This is an optimization exercise on Yosys and OpenROAD, whose aim is small area, not a production implementation.
The RTL was checked by simulation tests, not by an equivalence proof against the original design.
Power figures rest on the tool's default switching activity, not on a simulated workload.

Setup of build 12:
// pwm_bus_demo
module pwm_bus_demo #(
        parameter pwm_WIDTH = 16,
        parameter DATA_WIDTH = 16
    ) (
        input  wire [7:0]  slave_address,      
        input  wire        slave_read,         
        output reg  [DATA_WIDTH-1:0] slave_readdata,     
        input  wire        slave_write,        
        input  wire [DATA_WIDTH-1:0] slave_writedata,    
        input  wire        clk,           
        input  wire        reset,         
        input  wire [(DATA_WIDTH/8)-1:0] slave_byteenable,
        output wire channel_A,   
        output wire channel_B,   
        output wire pwm_out
    );
==> flow/config.mk <==
export PLATFORM = sky130hd
export DESIGN_NAME = pwm_bus_demo
export DESIGN_NICKNAME = pwm_bus_demo
export VERILOG_FILES = /design/flow/design.v
export SDC_FILE = /design/flow/constraint.sdc
export NUM_CORES = 4
export LEC_CHECK = 0
export CAP_MARGIN = 20
export CORE_MARGIN = 2
export CORE_UTILIZATION = 40
export SLEW_MARGIN = 20
==> flow/constraint.sdc <==
create_clock -name core_clock -period 32.0 [get_ports {clk}]
set_input_delay 6.4000 -clock core_clock [delete_from_list [all_inputs] [get_ports {clk}]]
set_output_delay 6.4000 -clock core_clock [all_outputs]
set_load 0.01 [all_outputs]
standard.sh (not shown) runs the stock make flow with config.mk's settings and CLKGATE_MAP_FILE= SYNTH_SCRIPT=/design/flow/synth_recipe.tcl, a recipe that flattens the netlist after the stock synthesis.
==> flow/flow/run.sh <==
#!/bin/bash
# Own layout flow: the standard ORFS flow (standard.sh, unchanged synthesis),
# with the smallest buffer on the ports and a lighter clock tree.
set -euo pipefail
cd "$(dirname "$0")/.."
# Every port still gets its own buffer, just the 1x one (the design runs at 32 ns).
export BUFFER_PORTS_ARGS="-buffer_cell sky130_fd_sc_hd__buf_1"
# Clock tree from small clock buffers, without dummy loads.
export CTS_ARGS="-sink_clustering_enable -repair_clock_nets -dont_use_dummy_load -buf_list {sky130_fd_sc_hd__clkbuf_4 sky130_fd_sc_hd__clkbuf_8}"
bash standard.sh > flow_standard.log 2>&1
Input changes introduced in build 88 (baseline for comparison: build 12):
==> flow/flow/run.sh <==
#!/bin/bash
# Own layout flow for pwm_bus_demo:
#  1. the standard synthesis, unchanged (standard.sh synth);
#  2. the combinational cells between the registers re-mapped by ABC for area
#     (registers are kept as they are: same instances, names and cell types);
#  3. the rest of the standard ORFS flow, with the 1x buffer on every port
#     and a clock tree without dummy loads.
# Each tool's output goes to a log of its own in the work folder.
set -euo pipefail
cd "$(dirname "$0")/.."
W=$PWD
P=${FLOW_PLATFORM:-sky130hd}
R=$W/orfs/results/$P/pwm_bus_demo/base
LIB=$FLOW_HOME/platforms/$P/lib/sky130_fd_sc_hd__tt_025C_1v80.lib
YOSYS=$(command -v yosys || echo "$FLOW_HOME/../tools/install/yosys/bin/yosys")

export BUFFER_PORTS_ARGS="-buffer_cell sky130_fd_sc_hd__buf_1"
export CTS_ARGS="-sink_clustering_enable -repair_clock_nets -dont_use_dummy_load"

bash standard.sh synth > log_1_standard_synth.log 2>&1
cp "$R/1_2_yosys.v" "$W/synth_standard.v"

# Cells the platform marks don't-use, for ABC to leave out.
DONT_USE=$(sed -n '/^export DONT_USE_CELLS/,/^$/p' "$FLOW_HOME/platforms/$P/config.mk" \
  | grep -o 'sky130_fd_sc_hd__[A-Za-z0-9_]*' | sed 's/^/-dont_use /' | tr '\n' ' ')

cat > "$W/reopt.ys" <<EOF
read_liberty -ignore_miss_func $LIB
read_verilog $W/synth_standard.v
hierarchy -top $FLOW_TOP
setattr -mod -set keep_hierarchy 1 sky130_fd_sc_hd__df* sky130_fd_sc_hd__edf* sky130_fd_sc_hd__sdf* sky130_fd_sc_hd__dl*
flatten
techmap
opt -fast
select $FLOW_TOP
abc -liberty $LIB -script $W/flow/area.abc $DONT_USE
opt_clean
write_verilog -noattr -selected $W/synth_reopt.v
EOF
"$YOSYS" -s "$W/reopt.ys" > log_2_reopt.log 2>&1
cp "$W/synth_reopt.v" "$R/1_2_yosys.v"
rm -f "$R/1_synth.odb" "$R/1_synth.sdc"

bash standard.sh > log_3_standard_layout.log 2>&1
==> flow/flow/area.abc (new file) <==
strash
&get -n
&deepsyn -T 30
&put
dch -f
amap
==> comparison <==
- Between build 88 and build 12, minimum hold slack is lower for build 88, build 12 comes in above that.
- Taking build 12 as the reference, in build 88 final worst slack fell by 0.35 ns, final cell count without fillers shows a reduction of 16, per-instance average area after synthesis now sits lower, fmax fell about 4.5%.
## Diff of input files: build 4 against build 88
Settings: changing SLEW_MARGIN from 20 to 0; changing CAP_MARGIN from 20 to 0.
--- a/flow/flow/run.sh
+++ b/flow/flow/run.sh
@@ -17,3 +17,3 @@
 export BUFFER_PORTS_ARGS="-buffer_cell sky130_fd_sc_hd__buf_1"
-export CTS_ARGS="-sink_clustering_enable -repair_clock_nets -dont_use_dummy_load"
+export CTS_ARGS="-sink_clustering_enable -sink_clustering_size 64 -sink_clustering_max_diameter 1000 -buf_list sky130_fd_sc_hd__clkbuf_16 -root_buf sky130_fd_sc_hd__clkbuf_16 -repair_clock_nets -dont_use_dummy_load"
 
### Flow results
Between build 4 and build 88, the power share of the clock group is higher for build 4.
Max via count across build 4 and build 88: build 4
For the net switching power, build 4 came in about 6% higher than build 88 did.
The maximum frequency of build 88 and that of build 4 are within noise of each other.
Looking at part of the total power dissipated in sequential elements, build 4 sits 7.3 points lower than build 88 does.
[compare] base=build 88 new=build 4: worst slew slack as a fraction of its limit held, clock transition at the registers of the reported paths shrank by 0.03 ns, clock network area share went up 2.3 points.
Changes observed in build 4 relative to build 88: sequential share of layout area -1.5 points; final worst-path cycle share ~0 delta.
Here is what was changed in the inputs of build 85 compared with build 4.
--- a/flow/flow/run.sh
+++ b/flow/flow/run.sh
@@ -17,3 +17,3 @@
 export BUFFER_PORTS_ARGS="-buffer_cell sky130_fd_sc_hd__buf_1"
-export CTS_ARGS="-sink_clustering_enable -sink_clustering_size 64 -sink_clustering_max_diameter 1000 -buf_list sky130_fd_sc_hd__clkbuf_16 -root_buf sky130_fd_sc_hd__clkbuf_16 -repair_clock_nets -dont_use_dummy_load"
+export CTS_ARGS="-sink_clustering_enable -sink_clustering_size 64 -sink_clustering_max_diameter 1000 -buf_list sky130_fd_sc_hd__clkbuf_8 -root_buf sky130_fd_sc_hd__clkbuf_8 -repair_clock_nets -dont_use_dummy_load"
 
==> comparison <==
Post-route fraction of the period consumed by the critical path across build 85 and build 4: no real change.
Sort build 85 and build 4 by area growth from synthesis to final layout, descending, and build 4 comes first.
Per the comparison of build 85 with build 4, core utilization dropped 1.2 points, routed wire length climbed 18 microns.
Looking at worst setup slack across both flows, build 85 is the stronger of the two, with build 4 trailing.

-- port drivers added, routing unchanged --
The results above use ideal ports. As a check the final layouts listed here were re-extracted and re-timed, cells and wires unchanged. Step 1 assumes that a clkbuf_16 drives the clock port and a buf_2 every other input. Step 2 moves the port delays by t, midway between the first and last clock arrival at a register: inputs arrive t later, outputs are due t later. That takes back most of the time a late clock gives input paths. a / b / c = ideal / step 1 / step 2; a / b = the first two.
| run | t, ns | setup WS [ns] | worst hold slack (ns) | clock arrival spread, ns |
|---|---|---|---|---|
| build 12 | 0.319 | 24.661 / 24.661 / 24.343 | 0.366 / 0.366 / 0.366 | 0.031 / 0.031 |
| build 88 | 0.315 | 24.315 / 24.315 / 24.000 | 0.355 / 0.355 / 0.355 | 0.016 / 0.017 |
| build 4 | 0.310 | 24.302 / 24.307 / 23.997 | 0.350 / 0.350 / 0.350 | 0.010 / 0.011 |
| build 85 | 0.315 | 24.315 / 24.315 / 24.000 | 0.355 / 0.355 / 0.355 | 0.016 / 0.017 |
After both steps setup and hold are still met in every run listed. For build 12, which loses most, drivers alone change the setup slack by 0.000 ns; drivers and shift together by -0.318 ns.
